Context: an optimization exercise on an open-source flow, tuned for small area, a short achievable clock period and few clock cycles. The choices shown serve that exercise and are no tape-out recipe. The RTL was checked by simulation tests, not by an equivalence proof against the original design. Power is estimated from default activity; no workload was simulated.

## flow/design.v

```verilog
module adder(
    input wire [380:0] A,
    input wire [380:0] B,
    input wire clk,
    input wire reset,
    input wire start,
    output wire [380:0] S,
    output wire carry,
    output wire done
);
    reg [381:0] sum_q;
    reg done_q;
    always @(posedge clk) begin
        if (reset) done_q <= 1'b0;
        else if (start) done_q <= 1'b1;
    end
    always @(posedge clk) begin
        if (start) sum_q <= {1'b0, A} + {1'b0, B};
    end
    assign S = sum_q[380:0];
    assign carry = sum_q[381];
    assign done = done_q;
endmodule
```

## flow/run.sh

```bash
#!/bin/bash
# synth_recipe.tcl (not shown) runs the flow's synth.tcl, then flattens the netlist and writes it again
# the make line also repeats each setting of config.mk as NAME=value (left out here)
make -C /OpenROAD-flow-scripts/flow DESIGN_CONFIG=/design/flow/config.mk WORK_HOME=/design/flow/orfs CLKGATE_MAP_FILE= SYNTH_SCRIPT=/design/flow/synth_recipe.tcl finish
```

## flow/config.mk

```make
export PLATFORM = sky130hd
export DESIGN_NAME = adder
export DESIGN_NICKNAME = adder
export VERILOG_FILES = /design/flow/design.v
export SDC_FILE = /design/flow/constraint.sdc
export NUM_CORES = 4
export LEC_CHECK = 0
export CAP_MARGIN = 20
export CORE_AREA = 10 10 410 410
export DIE_AREA = 0 0 420 420
export SLEW_MARGIN = 20
```

## flow/constraint.sdc

```tcl
create_clock -name core_clock -period 5.0 [get_ports {clk}]
set_input_delay 1.0000 -clock core_clock [delete_from_list [all_inputs] [get_ports {clk}]]
set_output_delay 1.0000 -clock core_clock [all_outputs]
set_load 0.01 [all_outputs]
```

==> metrics.md <==
| Metric | Value |
|---|---|
| Clock sink count | `383` |
| Outcome | `complete, but fails checks` |
| Initial Util | `25.97%` |
| H-tree levels | `2` |
| Final core occ | `48.51%` |
| Max-slew violation count | `0` |
| Clock group share of total power | `20.7%` |
| Final setup violation count | `4` |
| Die W | `~420 um` |
| Worst setup SP type | `primary input` |
| Share of the synthesized area in the top cell type | `between 20 and 30%` |
| Ys flop type | `edfxtp_1` |
| EDFF count, synth | `382` |
| Antenna viol nets, final | `0` |
| Grt total ovfl | `0` |
| Initial DRC Count | `6026` |
| Gr usage total | `36.74%` |
| # rows | `146` |
| # IOs | `1148` |
| Final hold violations | `0` |
| Setup ws final | `-66.98 ps` |
| CP endpoint kind | `flop` |
| Routed length per instance | `approximately 32 um` |
| Worst Tran Pin Value | `just under 900 ps` |
| Combinational share of power | `55.3%` |
| Sequential power share | `24.0%` |
| Pre-antenna DRT Iters | `6` |
| Tmin final | `5067 ps` |
| Largest net degree at the start of global routing | `92` |
| Initial antenna violation count | `80` |
| CTS Hold Bufs | `0` |
| RSZ-0062 raised after global routing | `true` |
| Worst-path fanout max | `5` |
| Die ar. | `roughly 180000 um2` |
| Synth Cell Area | `41230 um2` |
| Adder-Cell Fraction of Synth Area | `11.61%` |
| Synth Area per Inst | `just under 8 um2` |
| Slew margin rel. | `40.84%` |
| Die H | `roughly 420 um` |
| Synthesized Nets | `6464` |
| Sequential share of the synthesized area | `between 20 and 30%` |
| Worst vdd ir | `267.8 uV` |
| Fraction of layout cells with a size suffix above 1 | `33.48%` |
| Clock tree buffer depth | `3` |
| FF+latch count, synth | `383` |
| XOR/XNOR share of the synthesized area | `8.009%` |
| Net Sw Frac | `40.30%` |
| Max Fclk | `0.1974 GHz` |
| Synth Area in Compound Gates | `28.84%` |
| Clock Latency Late Sink | `660 ps` |
| Synth unique cells | `92` |
| CP startpoint | `B[126]` |
| R2R Path Start | `done_q` |
| Top cells by area, synth | `edfxtp_1, ha_1, a21oi_1` |
| CORE AREA | `158700 um2` |
| Final period util | `101.3%` |
| Detailed-route wire length | `344300 um` |
| WP data required | `between 5000 and 6000 ps` |
| Min-delay worst type | `flop to flop` |
| Synthesis warning total | `1` |
| Vias | `58020` |
| Final #Nets | `9721` |
| Vias in the first global route | `56965` |
| Critical Path AT | `5490 ps` |
| GP Congestion | `~1.1` |
| Switch Pwr | `7.774 mW` |
| Max Clock Skew | `0 ps` |
| Area leader, netlist | `edfxtp_1` |
| Post-synthesis simple-gate area fraction | `20.19%` |
| Residual DRC count | `0` |
| Synth async-reset ratio | `0%` |
| P_int | `~12 mW` |
| Dpl ws | `-1595 ps` |
| Failing Checks | `setup timing` |
| CTS tree | `yes` |
| Post-DP HPWL | `306800 um` |
| Via-to-Cell Ratio | `between 5 and 6` |
| PortBufs | `1147` |
| Syn Inst Count | `5317` |
| Area grow syn2layout | `86.80%` |
| First-pass GRT wire length | `between 400000 and 500000 um` |
| Leakage power figure | `32.30 nW` |
| Post-synthesis mux area share | `0%` |
| Critical path class | `primary input to flop` |
| Commonest cells in the netlist | `a21oi_1, nand2_1, nor2_1, o21ai_0, edfxtp_1` |
| Clock transition at the registers of the reported paths | `approximately 60 ps` |
| Power per Cell Area | `250.5 nW/um2` |
| Max-cap viol count | `0` |
| Num CTS Buffers | `50` |
| Top-count cell post-synth | `a21oi_1` |
| Root buffer cell | `clkbuf_16` |
| Largest family of logic cells by synthesized area | `compound AO/OA/AOI/OAI gates` |
| Hold Path Origin | `done_q` |
## repair_timing
action                     CTS  global route
setup endpoints to repair  149            96
pin swaps                   88           153
gates resized for setup    307           477
setup buffers               23            44
## path summary, 6_finish.rpt
path,to,slack (ps),cells past startpoint
worst max-delay path,sum_q[363],-70,23
worst min-delay path,done_q,490,2
worst max register to register,done_q,4440,2
worst min register to register,done_q,490,2
## metrics by stage
stage	power (mW)	instances	area (um2)	hold slack (ps)	setup TNS [ps]
finish	19.29	10738	77010	485.1	-160.1
global route	19.86	10728	76980	507.6	-358.3
CTS	18.87	10649	74570	484.4	-5.628
detailed placement	14.62	10535	71510	471.3	-201080
global placement	14.66	10535	71510	465.9	-200920
floorplan	7.818	5317	41240	502.8	0
## routing by layer
layer	vias to the layer above	part of all wire [%]	GRT usage [%]
met2	2894	45	59.49
met5	-	0.015	0
met4	10	8.8	27.22
li1	26462	-	-
met3	758	7.0	5.797
met1	27896	39	43.83
## critical path: stages
cell             delay, ps
clkdlybuf4s50_1        430
ha_1                   350
buf_4                  160
nand4_1                140
nor4_1                 330
buf_4                  190
nand4_1                120
buf_4                  170
a2bb2oi_1              130
a22oi_2                380
buf_4                  230
o311ai_2               100
nand2_1                160
a21oi_2                 80
buf_4                  170
o21ai_4                190
a31o_2                 200
a31oi_1                100
buf_4                  180
o21ai_4                190
a31oi_2                140
xnor2_2                180
buf_12                 140
## flip-flops by register name, summed over array words and instances, names as in the netlist
register / count
done_q: 1
sum_q: 382
## cell usage in the layout (no fill, tap or decap), types with 26 or more instances in the layout
cell,n
a21boi_0,28
inv_1,145
dlymetal6s2s_1,72
nand3_1,65
diode_2,51
xor2_1,147
nor3_1,92
buf_12,29
nand2_1,621
clkbuf_16,51
ha_4,93
or2_2,26
a21oi_1,723
nor2_1,497
xnor2_1,226
nor4_1,45
nor2_2,31
a31oi_1,34
o21a_1,48
o21ai_0,424
a21o_1,132
clkdlybuf4s50_1,1037
a21oi_2,83
o21ai_1,69
nand4_1,250
o21bai_1,143
ha_1,267
edfxtp_1,382
buf_4,2241
o31ai_1,35
## area by class of cell
cell class | instances | area [um2]
fillers | 15642 | 81740
flip-flops and latches | 383 | 11490
repair buffers | 3434 | 29160
diodes | 51 | 127.6
clock buffers | 57 | 1299
well taps | 2072 | 2592
multi-input cells | 4559 | 31370
clock inverters | 36 | 420.4
inverters | 146 | 548.0
## cells by family (layout without fill, tap and decap cells)
logic type | after synthesis | after routing
AOI/OAI and AO/OA | 1986 | 1986
xor gates and xnor gates | 377 | 377
adders and majority gates | 382 | 382
buffers and inverters | 375 | 3673
DFF | 383 | 383
other | 0 | 51
and+or+nand+nor | 1814 | 1814
## power by group through the flow
stage | Combinational, mW | Sequential, mW | Clock (mW)
floorplan | 3.03 | 4.79 | 0
global placement | 9.98 | 4.68 | 0
detailed placement | 9.94 | 4.68 | 0
CTS | 10.2 | 4.63 | 4.07
global route | 11.1 | 4.66 | 4.15
finish | 10.7 | 4.64 | 3.99
Testbench counts, summed over its fixed seeds: cycles 200.

separate check: timing with driven ports:
The flow's constraints put no driver on any port. The routed layout listed below was extracted and timed again, unchanged, in two steps. Step 1, drivers: a clkbuf_16 drives clk and a buf_2 each remaining input, both assumed. Step 2 moves the port delays by t, midway between the first and last clock arrival at a register: inputs arrive t later, outputs are due t later. That takes back most of the time a late clock gives input paths. a / b / c = ideal / step 1 / step 2; a / b = the first two.
shift t [ns]: 0.752
setup slack, ns: -0.067 / -0.093 / -0.845
clock arrival spread, ns: 0.043 / 0.042
worst data-port slew with drivers (ns): 0.35
cell pins on the clock port's net: 1
The setup slack of this run moves by -0.026 ns with the drivers and by -0.778 ns with both steps.
